Context: an optimization exercise on an open-source flow, tuned for small area, a short achievable clock period and few clock cycles per item. The choices shown serve that exercise and are no tape-out recipe. Where RTL was checked, it was by simulation tests only, not by an equivalence proof against the original. Power is estimated from default activity; no workload was simulated.

==> flow/design.v <==
module minha_fpu_add #(parameter int W = 8)
(
    input  logic [W-1:0] a,
    input  logic [W-1:0] b,
    input  logic         cin,
    output logic [W-1:0] s,
    output logic         cout
);
    logic [W-1:0] p, g, gg, pp;
    always_comb begin
        p  = a ^ b;
        g  = a & b;
        gg = g;
        pp = p;
        gg[0] = g[0] | (p[0] & cin);
        for (int d = 1; d < W; d = d * 2)
            for (int i = 2 * d - 1; i < W; i += 2 * d) begin
                gg[i] = gg[i] | (pp[i] & gg[i-d]);
                pp[i] = pp[i] & pp[i-d];
            end
        for (int d = (1 << ($clog2(W) - 1)); d >= 1; d = d / 2)
            for (int i = 3 * d - 1; i < W; i += 2 * d) begin
                gg[i] = gg[i] | (pp[i] & gg[i-d]);
                pp[i] = pp[i] & pp[i-d];
            end
        s    = p ^ {gg[W-2:0], cin};
        cout = gg[W-1];
    end
endmodule
module minha_fpu
(
    input logic clock_100KHz,
    input logic reset,
    input logic start,
    input logic [31:0] op_A_in,
    input logic [31:0] op_B_in,
    output logic [3:0] status_out,
    output logic [31:0] data_out,
    output logic done
);
    logic        sA, sB;
    logic [9:0]  eA, eB;
    logic [20:0] fA, fB;
    assign sA = op_A_in[31];
    assign sB = op_B_in[31];
    assign eA = op_A_in[30:21];
    assign eB = op_B_in[30:21];
    assign fA = op_A_in[20:0];
    assign fB = op_B_in[20:0];
    logic zA, zB, mA, mB, nan_res;
    assign zA = (op_A_in == 32'h0);
    assign zB = (op_B_in == 32'h0);
    assign mA = &eA;
    assign mB = &eB;
    assign nan_res = (mA && fA != 21'h0) || (mB && fB != 21'h0) || (mA && mB && (sA != sB));
    logic [9:0] dAB, dBA, d;
    logic       geE, leE, geM, unused0;
    minha_fpu_add #(10) u_dab (.a(eA), .b(~eB), .cin(1'b1), .s(dAB), .cout(geE));
    minha_fpu_add #(10) u_dba (.a(eB), .b(~eA), .cin(1'b1), .s(dBA), .cout(leE));
    logic [30:0] cmp_s;
    minha_fpu_add #(31) u_cmp (.a(op_A_in[30:0]), .b(~op_B_in[30:0]), .cin(1'b1), .s(cmp_s), .cout(geM));
    logic        swap, sX;
    logic [9:0]  eX;
    logic [20:0] fX, fY;
    assign swap = !geM;
    assign sX = swap ? sB : sA;
    assign fX = swap ? fB : fA;
    assign fY = swap ? fA : fB;
    assign eX = geE ? eA : eB;
    assign d  = geE ? dAB : dBA;
    logic        big, sub;
    logic [21:0] mY;
    logic [22:0] m;
    logic [9:0]  eX1;
    assign big = (d[9:5] != 5'd0) || (d[4:0] > 5'd22);
    assign mY  = {1'b1, fY} >> d[4:0];
    assign sub = sA ^ sB;
    minha_fpu_add #(23) u_add (.a({2'b01, fX}), .b({1'b0, mY} ^ {23{sub}}), .cin(sub), .s(m), .cout(unused0));
    assign eX1 = eX + 10'd1;
    logic        s_d, pass_d;
    logic [9:0]  e_d;
    logic [20:0] f_d;
    logic [1:0]  ps_d;
    always_comb begin
        pass_d = 1'b1;
        s_d = sX; e_d = eX; f_d = fX; ps_d = 2'd2;
        if (zA) begin
            s_d = sB; e_d = eB; f_d = fB; ps_d = 2'd0;
        end else if (zB) begin
            s_d = sA; e_d = eA; f_d = fA; ps_d = 2'd0;
        end else if (mA || mB) begin
            e_d = 10'h3FF;
            if (nan_res) begin
                s_d = 1'b0; f_d = 21'h1; ps_d = 2'd3;
            end else begin
                s_d = mA ? sA : sB; f_d = 21'h0; ps_d = 2'd1;
            end
        end else if (!big) begin
            pass_d = 1'b0; e_d = eX1;
        end
    end
    logic        s_q, pass_q;
    logic [9:0]  e_q;
    logic [22:0] m_q;
    logic [1:0]  ps_q;
    always_ff @(posedge clock_100KHz) begin
        if (start) begin
            s_q    <= s_d;
            pass_q <= pass_d;
            e_q    <= e_d;
            m_q    <= pass_d ? {1'b0, f_d[18:0], 1'b0, f_d[20:19]} : m;
            ps_q   <= ps_d;
        end
    end
    always_ff @(posedge clock_100KHz or negedge reset) begin
        if (!reset) done <= 1'b0;
        else if (start) done <= 1'b1;
    end
    logic [22:0] n0, n1, n2, n3, n4, n5;
    logic [4:0]  z;
    always_comb begin
        n0   = m_q;
        z[4] = !pass_q && (n0[22:7] == 16'h0);
        n1   = z[4] ? {n0[6:0], 16'h0} : n0;
        z[3] = !pass_q && (n1[22:15] == 8'h0);
        n2   = z[3] ? {n1[14:0], 8'h0} : n1;
        z[2] = !pass_q && (n2[22:19] == 4'h0);
        n3   = z[2] ? {n2[18:0], 4'h0} : n2;
        z[1] = !pass_q && (n3[22:21] == 2'h0);
        n4   = z[1] ? {n3[20:0], 2'h0} : n3;
        z[0] = !pass_q && !n4[22];
        n5   = z[0] ? {n4[21:0], 1'b0} : n4;
    end
    logic [9:0] en;
    logic       uf, unused1;
    minha_fpu_add #(10) u_en (.a(e_q), .b(~{5'd0, z}), .cin(1'b1), .s(en), .cout(unused1));
    assign uf = !pass_q && (m_q == 23'h0 || (e_q[9:5] == 5'd0 && e_q[4:0] == z));
    assign data_out = uf ? 32'h0 : {s_q, en, (pass_q ? m_q[1:0] : 2'b01), n5[21:3]};
    always_comb begin
        if (pass_q)  status_out = 4'b0001 << ps_q;
        else if (uf) status_out = 4'b0100;
        else         status_out = n5[2] ? 4'b1000 : 4'b0001;
    end
endmodule
clock: 11.0 ns
lec_check: 0
cap_margin: 20
core_margin: 2
core_utilization: 40
setup_slack_margin: 2
slew_margin: 20
run.sh (not shown) runs the stock make flow with config.mk's settings and CLKGATE_MAP_FILE= SYNTH_SCRIPT=/design/flow/synth_recipe.tcl, a recipe that flattens the netlist after the stock synthesis.
The starting point completed without violations.
Then changed:
--- a/flow/design.v
+++ b/flow/design.v
@@ -3,25 +3,26 @@
     input  logic [W-1:0] a,
     input  logic [W-1:0] b,
     input  logic         cin,
     output logic [W-1:0] s,
     output logic         cout
 );
+    localparam int TOP = (W > 16) ? 16 : (W > 8) ? 8 : (W > 4) ? 4 : (W > 2) ? 2 : 1;
     logic [W-1:0] p, g, gg, pp;
     always_comb begin
         p  = a ^ b;
         g  = a & b;
         gg = g;
         pp = p;
         gg[0] = g[0] | (p[0] & cin);
         for (int d = 1; d < W; d = d * 2)
             for (int i = 2 * d - 1; i < W; i += 2 * d) begin
                 gg[i] = gg[i] | (pp[i] & gg[i-d]);
                 pp[i] = pp[i] & pp[i-d];
             end
-        for (int d = (1 << ($clog2(W) - 1)); d >= 1; d = d / 2)
+        for (int d = TOP; d >= 1; d = d / 2)
             for (int i = 3 * d - 1; i < W; i += 2 * d) begin
                 gg[i] = gg[i] | (pp[i] & gg[i-d]);
                 pp[i] = pp[i] & pp[i-d];
             end
         s    = p ^ {gg[W-2:0], cin};
         cout = gg[W-1];
Via count is unchanged.
Routed wire length stays the same.
Global-route usage stays the same.
First-iteration DRC count stays the same.
Non-clock buffer count is unchanged.
Sequential share of layout area is unchanged.
Clock power hardly moves.
Setup slack stays the same.
Testbench counts after the change, summed over its fixed seeds: cycles 24,000, items 24,000.
For the first run of this note, only the layout was checked, not whether the RTL still works.

==> separate check: timing with driven ports <==
The flow's constraints put no driver on any port. The routed layouts listed below were extracted and timed again, unchanged, in two steps.
Step 1 (the two cells are an assumption about what drives the block):
set clk [get_ports {clock_100KHz}]
set_driving_cell -lib_cell sky130_fd_sc_hd__clkbuf_16 $clk
set_driving_cell -lib_cell sky130_fd_sc_hd__buf_2 [delete_from_list [all_inputs] $clk]
Step 2 moves the port delays by t, midway between the first and last clock arrival at a register: inputs arrive t later, outputs are due t later. That takes back most of the time a late clock gives input paths.
Slacks: ideal ports / drivers / drivers and shift; pairs: ideal ports / drivers.
| run | t (ns) | slack for setup (ns) | worst setup path at the end | clock arrival spread, ns | worst register clock-pin slew, ns |
|---|---|---|---|---|---|
| the first run | 0.317 | 2.294 / 2.308 / 1.991 | input to register | 0.006 / 0.006 | 0.06 / 0.06 |
| the second run | 0.317 | 2.294 / 2.308 / 1.991 | input to register | 0.006 / 0.006 | 0.06 / 0.06 |
After both steps setup and hold are still met in every run listed.
